Context: an optimization exercise on an open-source flow, tuned for small area, a short achievable clock period and few clock cycles per item. The choices shown serve that exercise and are no tape-out recipe.
At most, simulation tests tie the RTL to the original design; equivalence was not proved.

the reference run:
Design simon128_256, start of the top module:
module simon128_256 (
  input  wire          clk       ,
  input  wire          rst       ,
  input  wire          key_valid ,
  output logic         key_ready ,
  input  wire  [255:0] key       ,
  input  wire          in_valid  ,
  output logic         in_ready  ,
  input  wire  [127:0] in_data   ,
  output logic         out_valid ,
  input  wire          out_ready ,
  output logic [127:0] out_data
);
Settings: LEC_CHECK=0, CAP_MARGIN=20, CORE_MARGIN=2, CORE_UTILIZATION=40, SLEW_MARGIN=20, SYNTH_MEMORY_MAX_BITS=8192; clock period 5.0 ns.
standard.sh (not shown) runs the stock make flow with config.mk's settings and CLKGATE_MAP_FILE= SYNTH_SCRIPT=/design/flow/synth_recipe.tcl, a recipe that flattens the netlist after the stock synthesis.
==> flow/flow/run.sh <==
#!/bin/bash
set -euo pipefail
export BUFFER_PORTS_ARGS="-buffer_cell sky130_fd_sc_hd__buf_1"
bash standard.sh finish > standard_flow.log 2>&1
--- input diff the reference run..the trial run ---
Settings: a deleted SYNTH_MEMORY_MAX_BITS that had been 8192; an added SETUP_SLACK_MARGIN of 2.0.
==> flow/run.sh (new file) <==
#!/bin/bash
# synth_recipe.tcl (not shown) runs the flow's synth.tcl, then flattens the netlist and writes it again
# the make line also repeats each setting of config.mk as NAME=value (left out here)
make -C /OpenROAD-flow-scripts/flow DESIGN_CONFIG=/design/flow/config.mk WORK_HOME=/design/flow/orfs CLKGATE_MAP_FILE= SYNTH_SCRIPT=/design/flow/synth_recipe.tcl finish
removed: flow/flow/run.sh
removed: flow/standard.sh
## What came out
- The trial run reached the final stage; the timing, design-rule and antenna checks on its layout passed.
- The trial run gives more buffer count from post-CTS setup fixing than the reference run did.
- The trial run vs. the reference run: non-clock buffer total of the final layout climbed 59; wire length of the first global-routing pass rose 10000 um; number of diodes added for antenna fixing moved down.
- Compared with the reference run, the trial run shows met2 track demand over resource in global routing higher by 1.9 points.
- In the metrics for the trial run and the reference run, the one carrying the higher setup slack is the trial run.
- Diff the reference run -> the trial run | count of non-CTS inverters in the layout | up by a little under 10%
- The reference run → the trial run: count of fill cells added during filler insertion decreased 466, measured slew at the worst slew-check pin decreased 0.14 ns, number of vias per cell increased 1.4%.
Function was not checked in any run of this note: the RTL went through the layout flow alone.


main:
The RTL this note starts from:
==> flow/design.v <==
`timescale 1ns / 1ps
module simon128_256 (
  input  wire          clk       ,
  input  wire          rst       ,
  input  wire          key_valid ,
  output logic         key_ready ,
  input  wire  [255:0] key       ,
  input  wire          in_valid  ,
  output logic         in_ready  ,
  input  wire  [127:0] in_data   ,
  output logic         out_valid ,
  input  wire          out_ready ,
  output logic [127:0] out_data
);
  localparam integer R = 3;            
  localparam integer N = 72 / R;       
  localparam integer P = 4;            
  localparam logic [61:0] Z4 = 62'b11010001111001101011011000100000010111000011001010010011101111;
  function automatic logic zbit(input integer i);
    zbit = Z4[61 - (i % 62)];
  endfunction
  function automatic logic [63:0] rol(input logic [63:0] v, input integer n);
    rol = (v << n) | (v >> (64 - n));
  endfunction
  function automatic logic [63:0] ror(input logic [63:0] v, input integer n);
    ror = (v >> n) | (v << (64 - n));
  endfunction
  function automatic logic [6:0] zinit();
    for (int j = 0; j < 7; j++) zinit[j] = zbit(j);
  endfunction
  function automatic logic [6:0] zadv(input logic [6:0] zs);
    logic [R+6:0] e;
    e[6:0] = zs;
    for (int j = 7; j < R + 7; j++) e[j] = e[j-2] ^ e[j-3] ^ e[j-7];
    zadv = e[R +: 7];
  endfunction
  function automatic logic [127:0] rounds(input logic [127:0] s, input logic [64*R-1:0] rk);
    logic [63:0] x, y, t;
    x = s[127:64];
    y = s[63:0];
    for (int j = 0; j < R; j++) begin
      t = x;
      x = y ^ (rol(x, 1) & rol(x, 8)) ^ rol(x, 2) ^ rk[64*j +: 64];
      y = t;
    end
    rounds = {x, y};
  endfunction
  logic [255:0] kreg;        
  logic [255:0] ks;          
  logic [  6:0] zs;          
  logic         busy;        
  logic [  5:0] cnt;         
  logic         last;        
  logic [127:0] s  [0:P-1];  
  logic [P-1:0] tp;          
  logic [P-1:0] tc;          
  logic [63:0]      w [0:R+3];
  logic [63:0]      t [0:R-1];
  logic [64*R-1:0]  rk;
  always_comb begin
    for (int j = 0; j < 4; j++) w[j] = ks[64*j +: 64];
    for (int j = 0; j < R; j++) begin
      t[j]   = ror(w[j+3], 3) ^ w[j+1];
      w[j+4] = ~w[j] ^ t[j] ^ ror(t[j], 1) ^ {63'd0, zs[j]} ^ 64'd3;
      rk[64*j +: 64] = w[j];
    end
  end
  logic any_c, any_p, shift, start;
  assign any_c     = |tc;
  assign any_p     = |tp;
  assign key_ready = ~busy & ~any_p;
  assign out_valid = ~busy & tc[0];
  assign out_data  = s[0];
  assign in_ready  = ~busy & ~tp[0] & (~tc[0] | out_ready);
  assign shift     = in_ready & (in_valid | any_c);
  assign start     = (shift & tp[1]) | (~busy & ~any_c & any_p & (tp[0] | ~in_valid));
  for (genvar p = 0; p < P; p++) begin : g_lane
    logic [127:0] nxt;
    logic         nxt_p;
    if (p == P - 1) begin : g_top
      assign nxt   = in_data;
      assign nxt_p = in_valid;
    end else begin : g_mid
      assign nxt   = s[p+1];
      assign nxt_p = tp[p+1];
    end
    always_ff @(posedge clk) begin
      if (shift)     s[p] <= nxt;
      else if (busy) s[p] <= rounds(s[p], rk);
    end
    always_ff @(posedge clk) begin
      if (rst) begin
        tp[p] <= 1'b0;
        tc[p] <= 1'b0;
      end else if (shift) begin
        tp[p] <= nxt_p;
        tc[p] <= (p == P - 1) ? 1'b0 : tc[p+1];
      end else if (busy && last) begin
        tp[p] <= 1'b0;
        tc[p] <= tp[p];
      end
    end
  end
  always_ff @(posedge clk) begin
    if (rst)               busy <= 1'b0;
    else if (start)        busy <= 1'b1;
    else if (busy && last) busy <= 1'b0;
  end
  always_ff @(posedge clk) begin
    if (key_valid && key_ready) kreg <= key;
  end
  always_ff @(posedge clk) begin
    if (busy) ks <= {w[R+3], w[R+2], w[R+1], w[R]};
    else      ks <= kreg;
  end
  always_ff @(posedge clk) begin
    if (!busy) cnt <= '0;
    else       cnt <= cnt + 1'b1;
  end
  always_ff @(posedge clk) begin
    if (rst)                zs <= zinit();
    else if (busy && !last) zs <= zadv(zs);
    else                    zs <= zinit();
  end
  always_ff @(posedge clk) begin
    if (rst) last <= 1'b0;
    else     last <= busy & (cnt == N - 2);
  end
endmodule
export LEC_CHECK = 0
export CAP_MARGIN = 20
export CORE_MARGIN = 2
export CORE_UTILIZATION = 60
export CTS_CLUSTER_DIAMETER = 100
export CTS_CLUSTER_SIZE = 20
export SETUP_SLACK_MARGIN = 2.5
export SLEW_MARGIN = 20
create_clock -name core_clock -period 5.0 [get_ports {clk}]
==> flow/flow/run.sh <==
#!/bin/bash
set -euo pipefail
export BUFFER_PORTS_ARGS="-buffer_cell sky130_fd_sc_hd__buf_1"
bash standard.sh finish > standard_flow.log 2>&1
Testbench counts of main, summed over its fixed seeds: cycles 1,072, items 144.
The inputs of the feature branch differ from those of main as listed below.
- setting GPL_TIMING_DRIVEN to 1 for the first time
- changing SETUP_SLACK_MARGIN from 2.5 to 2.3
### Flow results
Vias: the feature branch fewer than main
From main to the feature branch the numbers moved as follows: minimum hold slack increased by 4.2 ps relative to the old numbers, area taken by flip-flops and latches -170 sq um, half-perimeter wire length of the detailed placement result flat, area taken by multi-input logic gates -8.0%.
Between the feature branch and main, the clock transition time at the flip-flop clock pins of the worst setup and hold paths figures differ only marginally.
Comparing main against the feature branch, there is no change at all in residual DRC count.
The die area was comparable across the feature branch and main.
Status: number of multi-input combinational cells parity (the feature branch, main)

## re-timing with driven ports
The results above use ideal ports. As a check the final layouts listed here were re-extracted and re-timed, cells and wires unchanged. Step 1: set_driving_cell puts a clkbuf_16 on clk and a buf_2 on each other input, an assumption about the parent block. Step 2 also shifts input and output timing later by t, the mid clock arrival at the registers, as if the neighbouring blocks saw the same clock. Three values: no drivers, after step 1, after step 2; two values: the first two.
run | shift t [ns] | setup WS [ns] | hold WS [ns] | worst data-port slew with drivers (ns)
the reference run | 0.718 | 1.387 / 1.387 / 0.701 | 0.506 / 0.459 / 0.510 | 0.17
the trial run | 0.719 | 1.956 / 1.948 / 1.246 | 0.508 / 0.508 / 0.508 | 0.15
main | 0.828 | 2.281 / 2.194 / 1.683 | 0.405 / 0.341 / 0.418 | 0.11
the feature branch | 0.824 | 2.154 / 2.154 / 1.649 | 0.409 / 0.347 / 0.423 | 0.13
After both steps setup and hold are still met in every run listed. The setup slack of the trial run, which loses most, moves by -0.008 ns with the drivers and by -0.710 ns with both steps.
